Background: an optimization exercise with open tools, aiming at small area and a short achievable clock period. Do not read the settings as production practice. Only simulation tests tie the RTL to the original design; equivalence was not proved.

## divi
module divi (input logic clock,
             input logic [31:0]  denom,
             input logic [62:0]  numer,
             output logic [62:0]  quotient);
clock: 460.0 ns
lec_check: 0
cap_margin: 5
core_margin: 2
core_utilization: 80
slew_margin: 5
synth_hierarchical: 1
synth_minimum_keep_size: 0
standard.sh (not shown) runs the stock make flow with config.mk's settings and CLKGATE_MAP_FILE= SYNTH_SCRIPT=/design/flow/synth_recipe.tcl, a recipe that flattens the netlist after the stock synthesis.
==> flow/flow/run.sh <==
#!/bin/bash
# Own layout flow: the standard flow (standard.sh, standard synthesis
# unchanged) with a smaller clock tree (no dummy loads, clkbuf_4 sink buffers
# in clusters of at most 10 sinks) and buf_1 port buffers.
set -euo pipefail
export BUFFER_PORTS_ARGS="-buffer_cell sky130_fd_sc_hd__buf_1"
export CTS_ARGS="-sink_clustering_enable -repair_clock_nets -dont_use_dummy_load -root_buf sky130_fd_sc_hd__clkbuf_16 -buf_list sky130_fd_sc_hd__clkbuf_4 -sink_clustering_size 10 -sink_clustering_max_diameter 45"
bash standard.sh > standard.log 2>&1
The first run passed the timing, DRC and antenna checks.
Edit:
Settings changed: CAP_MARGIN 5 to 20, CORE_UTILIZATION 80 to 70, SLEW_MARGIN 5 to 20.
Result: The new run went through all stages and came out clean. Clock skew is higher by 0.018 ns. Worst setup slack gains 0.0050 ns. Routed wire length falls by 12%. Design area rises by 0.33%. Count of clock-buffer cells in the layout went up by 5.
Edit:
Settings changed: CORE_UTILIZATION 70 to 80.
What happened: Non-clock buffer count shrinks by 2. Global-route usage is higher by 6.3 points. Wire length came out higher by 13%. Via count grows by 3.5%. Core utilization is higher by 10 points. Worst setup slack gets worse by 0.0050 ns. Final cell count goes down by 2.4%.
Edit:
Settings changed: CORE_UTILIZATION 80 to 60.
The new run produced a clean layout.
Register-to-register slack gains 1.6 ns.
Global-route usage falls by 9.2 points.
Worst hold slack gains 0.0099 ns.
Worst setup slack loses 0.019 ns.

========
divi, a different RTL version from the one above (not shown whole).
Size in the first run: roughly 6100 cells after synthesis, ~160 I/O pins, about 0.077 mm^2 of cells after synthesis.
Settings: LEC_CHECK=0, ABC_AREA=1, CAP_MARGIN=20, CORE_MARGIN=2, CORE_UTILIZATION=60, SLEW_MARGIN=20, SYNTH_HIERARCHICAL=1, SYNTH_MINIMUM_KEEP_SIZE=0; clock period 460.0 ns.
Scripts as last shown in full above: flow/flow/run.sh
Then changed:
==> flow/flow/run.sh (replaced) <==
#!/bin/bash
# Own layout flow: the standard flow (standard.sh, standard synthesis
# unchanged) with a smaller clock tree (no dummy loads, clkbuf_4 sink buffers
# in clusters of at most 8 sinks) and buf_1 port buffers.
set -euo pipefail
export BUFFER_PORTS_ARGS="-buffer_cell sky130_fd_sc_hd__buf_1"
export CTS_ARGS="-sink_clustering_enable -repair_clock_nets -dont_use_dummy_load -root_buf sky130_fd_sc_hd__clkbuf_16 -buf_list sky130_fd_sc_hd__clkbuf_4 -sink_clustering_size 8 -sink_clustering_max_diameter 50"
bash standard.sh > standard.log 2>&1
What happened: Worst setup slack got worse by 0.010 ns. Worst hold slack loses 0.0066 ns. Via count rises by 0.61%.

========
== onyx ==
divi, a different RTL version from the one above (not shown whole).
Size in the first run: roughly 5800 cells after synthesis, about 1500 flip-flops, roughly 160 I/O pins.
==> flow/config.mk <==
export PLATFORM = sky130hd
export DESIGN_NAME = divi
export DESIGN_NICKNAME = divi
export VERILOG_FILES = /design/flow/design.v
export SDC_FILE = /design/flow/constraint.sdc
export NUM_CORES = 4
export LEC_CHECK = 0
export CAP_MARGIN = 20
export CORE_MARGIN = 2
export CORE_UTILIZATION = 40
export SLEW_MARGIN = 20
export SYNTH_HIERARCHICAL = 1
export SYNTH_MINIMUM_KEEP_SIZE = 0
==> flow/constraint.sdc <==
create_clock -name core_clock -period 460.0 [get_ports {clock}]
set_input_delay 92.0000 -clock core_clock [delete_from_list [all_inputs] [get_ports {clock}]]
set_output_delay 92.0000 -clock core_clock [all_outputs]
set_load 0.01 [all_outputs]
==> flow/flow/run.sh <==
#!/bin/bash
# Own layout flow: the standard flow (standard.sh, standard synthesis
# unchanged) with a smaller clock tree (no dummy loads, clkbuf_4 sink buffers
# in clusters of at most 10 sinks) and buf_1 port buffers.
set -euo pipefail
export BUFFER_PORTS_ARGS="-buffer_cell sky130_fd_sc_hd__buf_1"
export CTS_ARGS="-sink_clustering_enable -repair_clock_nets -dont_use_dummy_load -root_buf sky130_fd_sc_hd__clkbuf_16 -buf_list sky130_fd_sc_hd__clkbuf_4 -sink_clustering_size 10 -sink_clustering_max_diameter 60"
bash standard.sh > standard.log 2>&1
onyx finished every stage and its layout cleared the timing, DRC and antenna checks.
What amber does differently from onyx at the input level:
==> flow/run.sh (new file) <==
#!/bin/bash
# synth_recipe.tcl (not shown) runs the flow's synth.tcl, then flattens the netlist and writes it again
# the make line also repeats each setting of config.mk as NAME=value (left out here)
make -C /OpenROAD-flow-scripts/flow DESIGN_CONFIG=/design/flow/config.mk WORK_HOME=/design/flow/orfs CLKGATE_MAP_FILE= SYNTH_SCRIPT=/design/flow/synth_recipe.tcl finish
removed: flow/flow/run.sh
removed: flow/standard.sh
### Flow results
- Summary — final cell count, amber relative to onyx: higher, by 85.
- From onyx to amber, number of stages on the worst setup path did not move at all.
- Measured against each other, onyx and amber differ in count of plain and timing-repair buffers in the layout, the lower figure coming from amber.
- Compared with onyx, amber shows setup slack lower by 0.30 ns.
- Diff amber..onyx | async set-reset flop share out of synthesis | unchanged
- onyx → amber: fraction of area in registers down 2.1 points, final worst-path cycle share flat.
- Min final design area excluding fillers across onyx and amber: onyx

========
## v37
Starting RTL as in the previous note.
Design divi, start of the top module:
module divi (input logic clock,
             input logic [31:0]  denom,
             input logic [62:0]  numer,
             output logic [62:0]  quotient);
==> flow/config.mk <==
export PLATFORM = sky130hd
export DESIGN_NAME = divi
export DESIGN_NICKNAME = divi
export VERILOG_FILES = /design/flow/design.v
export SDC_FILE = /design/flow/constraint.sdc
export NUM_CORES = 4
export LEC_CHECK = 0
export ABC_AREA = 1
export CAP_MARGIN = 20
export CORE_MARGIN = 2
export CORE_UTILIZATION = 40
export SLEW_MARGIN = 20
export SYNTH_HIERARCHICAL = 1
export SYNTH_MINIMUM_KEEP_SIZE = 0
==> flow/constraint.sdc <==
create_clock -name core_clock -period 460.0 [get_ports {clock}]
set_input_delay 92.0000 -clock core_clock [delete_from_list [all_inputs] [get_ports {clock}]]
set_output_delay 92.0000 -clock core_clock [all_outputs]
set_load 0.01 [all_outputs]
==> flow/flow/run.sh <==
#!/bin/bash
# Own layout flow: the standard flow (standard.sh, standard synthesis
# unchanged) with a smaller clock tree (no dummy loads, clkbuf_4 sink buffers
# in clusters of at most 8 sinks) and buf_1 port buffers.
set -euo pipefail
export BUFFER_PORTS_ARGS="-buffer_cell sky130_fd_sc_hd__buf_1"
export CTS_ARGS="-sink_clustering_enable -repair_clock_nets -dont_use_dummy_load -root_buf sky130_fd_sc_hd__clkbuf_16 -buf_list sky130_fd_sc_hd__clkbuf_4 -sink_clustering_size 8 -sink_clustering_max_diameter 50"
bash standard.sh > standard.log 2>&1
v37 finished every stage and its layout cleared the timing, DRC and antenna checks.
The following lists how v11 was set up differently from v37:
Settings: a change of CORE_UTILIZATION from 40 to 60.
Findings:
Per the comparison of v11 with v37, count of fill cells added during filler insertion has decreased, non-clock buffer count went up by 0.88%.
No stage failed in v11, and the final checks on the layout all came back clean.
Status: share of the cycle needed by the critical path after routing parity (v37, v11)
From v37 to v11 the numbers moved as follows: relative area of clock buffers and inverters in the final design essentially unchanged; share of the final layout cell area in multi-input gates increased 0.76 points; area enclosed by the die boundary decreased 0.065 sq mm; cell area decreased about 1.3%.

[what the ideal ports hide]
No port has a modelled driver above. Below, the same layouts with a new extraction and two added sets of constraints. Step 1 (the two cells are an assumption about what drives the block):
set clk [get_ports {clock}]
set_driving_cell -lib_cell sky130_fd_sc_hd__clkbuf_16 $clk
set_driving_cell -lib_cell sky130_fd_sc_hd__buf_2 [delete_from_list [all_inputs] $clk]
Step 2, shift: input delay + t, output delay - t, t = (earliest + latest rising clock arrival at the registers) / 2. This alone moves slack from input paths to output paths. a / b / c = ideal / step 1 / step 2; a / b = the first two.
| run | shift t [ns] | setup slack, ns | worst data-port slew with drivers (ns) |
|---|---|---|---|
| the first run of note 1 | 0.786 | 366.715 / 366.640 / 367.426 | 0.06 |
| the second run of note 1 | 0.812 | 366.720 / 366.651 / 367.463 | 0.04 |
| the third run of note 1 | 0.786 | 366.715 / 366.640 / 367.426 | 0.06 |
| the fourth run of note 1 | 0.818 | 366.696 / 366.620 / 367.438 | 0.03 |
| the first run of note 2 | 0.837 | 366.667 / 366.590 / 367.426 | 0.03 |
| the second run of note 2 | 0.844 | 366.656 / 366.579 / 367.423 | 0.03 |
| onyx | 0.859 | 366.663 / 366.589 / 367.448 | 0.04 |
| amber | 0.851 | 366.360 / 366.282 / 367.133 | 0.04 |
| v37 | 0.877 | 366.628 / 366.548 / 367.425 | 0.04 |
| v11 | 0.842 | 366.651 / 366.574 / 367.416 | 0.03 |
After both steps setup and hold are still met in every run listed.
